This design comes from an exercise in tuning for small area, a short achievable clock period and few clock cycles on the open sky130 flow, not from production work. At most, simulation tests tie the RTL to the original design; equivalence was not proved. The clock input has no modelled driver; a real chip could not lean on it and would need a root buffer or a full tree. Power and IR drop assume default switching activity.

==> module rx_packet_handler, before the edit <==
module rx_packet_handler #(
	parameter DATA_WIDTH = 128,
	parameter DEBUG_EN = 0
	)(
	input  wire                    axi_clk,
	input  wire                    axi_aresetn,
	output wire [63:0]             m_axis_eth_tdata,
	output wire [7:0]              m_axis_eth_tuser,
	output wire                    m_axis_eth_tlast,
	output wire [7:0]              m_axis_eth_tkeep,
	output wire                    m_axis_eth_tvalid,
	input  wire                    m_axis_eth_tready,
	output wire [31:0]             addr_o,
	input  wire [DATA_WIDTH-1:0]   data_i,
	output wire                    en_o,
	output wire                    rst_o,
	output wire [DATA_WIDTH/8-1:0] wea_o,
	output wire                    wren_o,
	input  wire [31:0]             pkt_addr_i,
	input  wire [15:0]             pkt_len_i,
	input  wire                    pkt_addr_v_i,
	output wire                    pkt_ack_o
	);
reg        valid;       
reg  [1:0] sel_lo;      
reg  [1:0] sel_hi;      
reg        beat_end;    
reg        tlast;       
reg        tpart;       
reg        line_last;   
reg  [2:0] last_nkeep;  
reg  [6:0] line;        
reg        first;       
reg        ack_late;    
reg        ack_next;    
reg        last_cmp;    
reg        rd_idle;     
reg        rd_end;      
reg        ack_idle;    
reg        ack_end;     
wire [11:0] len       = pkt_len_i[11:0];           
wire        len_z     = len[3:0] == 4'd0;           
wire        last_two  = len_z | (len[3:0] > 4'd8);  
wire        one_line  = len <= 12'd16;
wire        two_lines = ~one_line & (len <= 12'd32);
wire [2:0]  last_keep = ~last_nkeep;
wire ready   = m_axis_eth_tready;
wire rd      = pkt_addr_v_i & (rd_idle | (ready & rd_end));
wire ack     = ack_late | ack_idle | (ready & ack_end);
wire rd_last = ack_next | (first & one_line);
wire next_last = ({1'b0, line} + 8'd1 == len[11:4]) |
                 (len_z & ({1'b0, line} + 8'd2 == len[11:4]));
wire valid_n    = rd | (valid & ~(ready & beat_end));
wire beat_end_n = rd ? rd_last & ~last_two : (ready | beat_end);
wire rd_end_n   = rd ? ack_next & ~last_two : (ready | beat_end);
wire ack_late_n = rd & first & one_line;
wire ack_next_n = rd ? (first ? two_lines : ~ack_next & last_cmp) : ack_next;
wire rd_idle_n  = ~valid_n & ~ack_late_n;
always @(posedge axi_clk) begin
	if (~axi_aresetn) begin
		valid    <= 1'b0;
		line     <= 7'd0;
		first    <= 1'b1;
		ack_late <= 1'b0;
		ack_next <= 1'b0;
		rd_idle  <= 1'b1;
		ack_idle <= 1'b0;
		ack_end  <= 1'b0;
	end else begin
		valid    <= valid_n;
		ack_late <= ack_late_n;
		ack_next <= ack_next_n;
		rd_idle  <= rd_idle_n;
		ack_idle <= ack_next_n & rd_idle_n;
		ack_end  <= ack_next_n & rd_end_n;
		if (ack) begin
			line  <= 7'd0;
			first <= 1'b1;
		end else if (rd) begin
			line  <= line + 7'd1;
			first <= 1'b0;
		end
	end
end
always @(posedge axi_clk) begin
	last_cmp <= next_last;
	beat_end <= beat_end_n;
	rd_end   <= rd_end_n;
	if (rd) begin
		sel_lo     <= 2'b11;
		sel_hi     <= 2'b00;
		tlast      <= rd_last & ~last_two;
		tpart      <= rd_last & ~last_two & (len[2:0] != 3'd0);
		line_last  <= rd_last;
		last_nkeep <= ~len[2:0];
	end else if (ready) begin
		sel_lo[0]  <= 1'b0;
		sel_hi[0]  <= 1'b1;
		tlast      <= line_last;
		tpart      <= line_last & (last_nkeep != 3'd7);
	end
	if (~rd & ready & valid) begin
		sel_lo[1]  <= 1'b0;
		sel_hi[1]  <= 1'b1;
	end
end
genvar i;
generate
	for (i = 0; i < 64; i = i + 1) begin : g_tdata
		assign m_axis_eth_tdata[i] = (sel_lo[i/32] & data_i[i]) | (sel_hi[i/32] & data_i[64+i]);
	end
	for (i = 0; i < 8; i = i + 1) begin : g_tkeep
		assign m_axis_eth_tkeep[i] = ~tpart | (last_keep > i);
	end
endgenerate
assign m_axis_eth_tuser  = 8'h00;
assign m_axis_eth_tlast  = tlast;
assign m_axis_eth_tvalid = valid;
assign addr_o    = {15'd0, pkt_addr_i[16:11], line, 4'h0};
assign en_o      = rd;
assign rst_o     = 1'b0;
assign wea_o     = {(DATA_WIDTH/8){1'b0}};
assign wren_o    = 1'b0;
assign pkt_ack_o = ack;
endmodule
clock: 3.0 ns
lec_check: 0
cap_margin: 20
core_area: 4 4 104 104
cts_buf_list: sky130_fd_sc_hd__clkbuf_8 sky130_fd_sc_hd__clkbuf_16
cts_cluster_diameter: 500
cts_cluster_size: 100
die_area: 0 0 108 108
setup_slack_margin: 1.1
slew_margin: 20
standard.sh (not shown) runs the stock make flow with config.mk's settings and CLKGATE_MAP_FILE= SYNTH_SCRIPT=/design/flow/synth_recipe.tcl, a recipe that flattens the netlist after the stock synthesis.
==> flow/flow/run.sh <==
#!/bin/bash
# Own layout flow: the standard flow (standard synthesis unchanged) with
# these changes:
# - the port buffers are the smallest buffer (buf_1) instead of the delay cell
#   buffer_ports picks by default; repair may still size them up;
# - one tie cell per constant value;
# - after CTS, the clock tree is cut down to a single buffer (flow/post_cts.tcl).
set -euo pipefail
here=$(pwd)
bash standard.sh \
  "BUFFER_PORTS_ARGS=-buffer_cell sky130_fd_sc_hd__buf_1" \
  "SKIP_REPAIR_TIE_FANOUT=1" \
  "POST_CTS_TCL=$here/flow/post_cts.tcl" \
  finish > flow_make.log 2>&1
==> flow/flow/post_cts.tcl <==
# Run after clock_tree_synthesis (ORFS POST_CTS_TCL hook). The design has only
# a few flip-flops, so the two-level tree CTS builds is replaced by its root
# buffer alone, sized up, driving every clock sink; the clock port still
# drives just that one buffer. The dummy load CTS added goes too.
set block [ord::get_db_block]
set port_net [$block findNet axi_clk]
set root ""
foreach it [$port_net getITerms] {
  if {$root ne ""} { error "clock port drives more than one cell" }
  set root [$it getInst]
}
set root_out ""
foreach it [$root getITerms] {
  if {[$it isOutputSignal]} { set root_out [$it getNet] }
}
set drop_insts {}
set drop_nets {}
foreach it [$root_out getITerms] {
  set inst [$it getInst]
  if {$inst eq $root} { continue }
  set master [[$inst getMaster] getName]
  if {![string match sky130_fd_sc_hd__clkbuf_* $master]} { continue }
  foreach jt [$inst getITerms] {
    if {[$jt isOutputSignal]} {
      set net [$jt getNet]
      foreach kt [$net getITerms] {
        if {[$kt getInst] eq $inst} { continue }
        set load [$kt getInst]
        if {[string match clkload* [$load getName]]} {
          lappend drop_insts $load
          continue
        }
        $kt disconnect
        $kt connect $root_out
      }
      lappend drop_nets $net
    }
  }
  lappend drop_insts $inst
}
foreach inst $drop_insts {
  puts "post_cts: removing [$inst getName]"
  odb::dbInst_destroy $inst
}
foreach net $drop_nets {
  if {[llength [$net getITerms]] == 0} { odb::dbNet_destroy $net }
}
set db [ord::get_db]
$root swapMaster [$db findMaster sky130_fd_sc_hd__clkbuf_16]
puts "post_cts: [$root getName] now drives [llength [$root_out getITerms]] pins"
detailed_placement
estimate_parasitics -placement
report_clock_min_period
Rerun with:
--- a/flow/design.v
+++ b/flow/design.v
@@ -24,8 +24,8 @@
 	output wire                    pkt_ack_o
 	);
 reg        valid;       
-reg  [1:0] sel_lo;      
-reg  [1:0] sel_hi;      
+reg  [3:0] sel_lo;      
+reg  [3:0] sel_hi;      
 reg        beat_end;    
 reg        tlast;       
 reg        tpart;       
@@ -38,7 +38,7 @@
 reg        last_cmp;    
 reg        rd_idle;     
 reg        rd_end;      
-reg        ack_idle;    
+reg        ack_now;     
 reg        ack_end;     
 wire [11:0] len       = pkt_len_i[11:0];           
 wire        len_z     = len[3:0] == 4'd0;           
@@ -47,8 +47,9 @@
 wire        two_lines = ~one_line & (len <= 12'd32);
 wire [2:0]  last_keep = ~last_nkeep;
 wire ready   = m_axis_eth_tready;
-wire rd      = pkt_addr_v_i & (rd_idle | (ready & rd_end));
-wire ack     = ack_late | ack_idle | (ready & ack_end);
+wire free    = rd_idle | (ready & rd_end);
+wire rd      = pkt_addr_v_i & free;
+wire ack     = ack_now | (ready & ack_end);
 wire rd_last = ack_next | (first & one_line);
 wire next_last = ({1'b0, line} + 8'd1 == len[11:4]) |
                  (len_z & ({1'b0, line} + 8'd2 == len[11:4]));
@@ -66,14 +67,14 @@
 		ack_late <= 1'b0;
 		ack_next <= 1'b0;
 		rd_idle  <= 1'b1;
-		ack_idle <= 1'b0;
+		ack_now  <= 1'b0;
 		ack_end  <= 1'b0;
 	end else begin
 		valid    <= valid_n;
 		ack_late <= ack_late_n;
 		ack_next <= ack_next_n;
 		rd_idle  <= rd_idle_n;
-		ack_idle <= ack_next_n & rd_idle_n;
+		ack_now  <= ack_late_n | (ack_next_n & rd_idle_n);
 		ack_end  <= ack_next_n & rd_end_n;
 		if (ack) begin
 			line  <= 7'd0;
@@ -89,8 +90,8 @@
 	beat_end <= beat_end_n;
 	rd_end   <= rd_end_n;
 	if (rd) begin
-		sel_lo     <= 2'b11;
-		sel_hi     <= 2'b00;
+		sel_lo     <= 4'b1111;
+		sel_hi     <= 4'b0000;
 		tlast      <= rd_last & ~last_two;
 		tpart      <= rd_last & ~last_two & (len[2:0] != 3'd0);
 		line_last  <= rd_last;
@@ -105,11 +106,19 @@
 		sel_lo[1]  <= 1'b0;
 		sel_hi[1]  <= 1'b1;
 	end
+	if (~rd & ready & ~beat_end) begin
+		sel_lo[2]  <= 1'b0;
+		sel_hi[2]  <= 1'b1;
+	end
+	if (~rd & ready & valid & ~beat_end) begin
+		sel_lo[3]  <= 1'b0;
+		sel_hi[3]  <= 1'b1;
+	end
 end
 genvar i;
 generate
 	for (i = 0; i < 64; i = i + 1) begin : g_tdata
-		assign m_axis_eth_tdata[i] = (sel_lo[i/32] & data_i[i]) | (sel_hi[i/32] & data_i[64+i]);
+		assign m_axis_eth_tdata[i] = (sel_lo[i/16] & data_i[i]) | (sel_hi[i/16] & data_i[64+i]);
 	end
 	for (i = 0; i < 8; i = i + 1) begin : g_tkeep
 		assign m_axis_eth_tkeep[i] = ~tpart | (last_keep > i);
@@ -119,7 +128,7 @@
 assign m_axis_eth_tlast  = tlast;
 assign m_axis_eth_tvalid = valid;
 assign addr_o    = {15'd0, pkt_addr_i[16:11], line, 4'h0};
-assign en_o      = rd;
+assign en_o      = free;
 assign rst_o     = 1'b0;
 assign wea_o     = {(DATA_WIDTH/8){1'b0}};
 assign wren_o    = 1'b0;
=> The new run completed without violations; core utilization decreases by 0.44 points; hold slack gains 0.042 ns; sequential share of layout area increases by 2.1 points; die area stays the same; wire length decreases by 13%; sequential power increases by 19%; cell area decreases by 1.3%.
Testbench counts after the change, summed over its fixed seeds: cycles 108,353.
Function not checked in the first run of this note: the RTL went through the layout flow alone.

## what the ideal ports hide
In the flow no input, the clock included, has a driving cell. The finished layouts below were timed again as built, in two steps.
Step 1 assumes that a clkbuf_16 drives the clock port and a buf_2 every other input.
Step 2 moves the port delays by t, midway between the first and last clock arrival at a register: inputs arrive t later, outputs are due t later. That takes back most of the time a late clock gives input paths.
Slacks: ideal ports / drivers / drivers and shift; pairs: ideal ports / drivers.
run	t, ns	setup slack, ns	worst setup path at the end	clock arrival spread, ns
the first run	0.192	1.168 / 1.122 / 1.064	input to register	0.002 / 0.003
the second run	0.196	1.216 / 1.185 / 1.018	input to register	0.002 / 0.002
After both steps setup and hold are still met in every run listed. The setup slack of the second run, which loses most, moves by -0.031 ns with the drivers and by -0.198 ns with both steps.
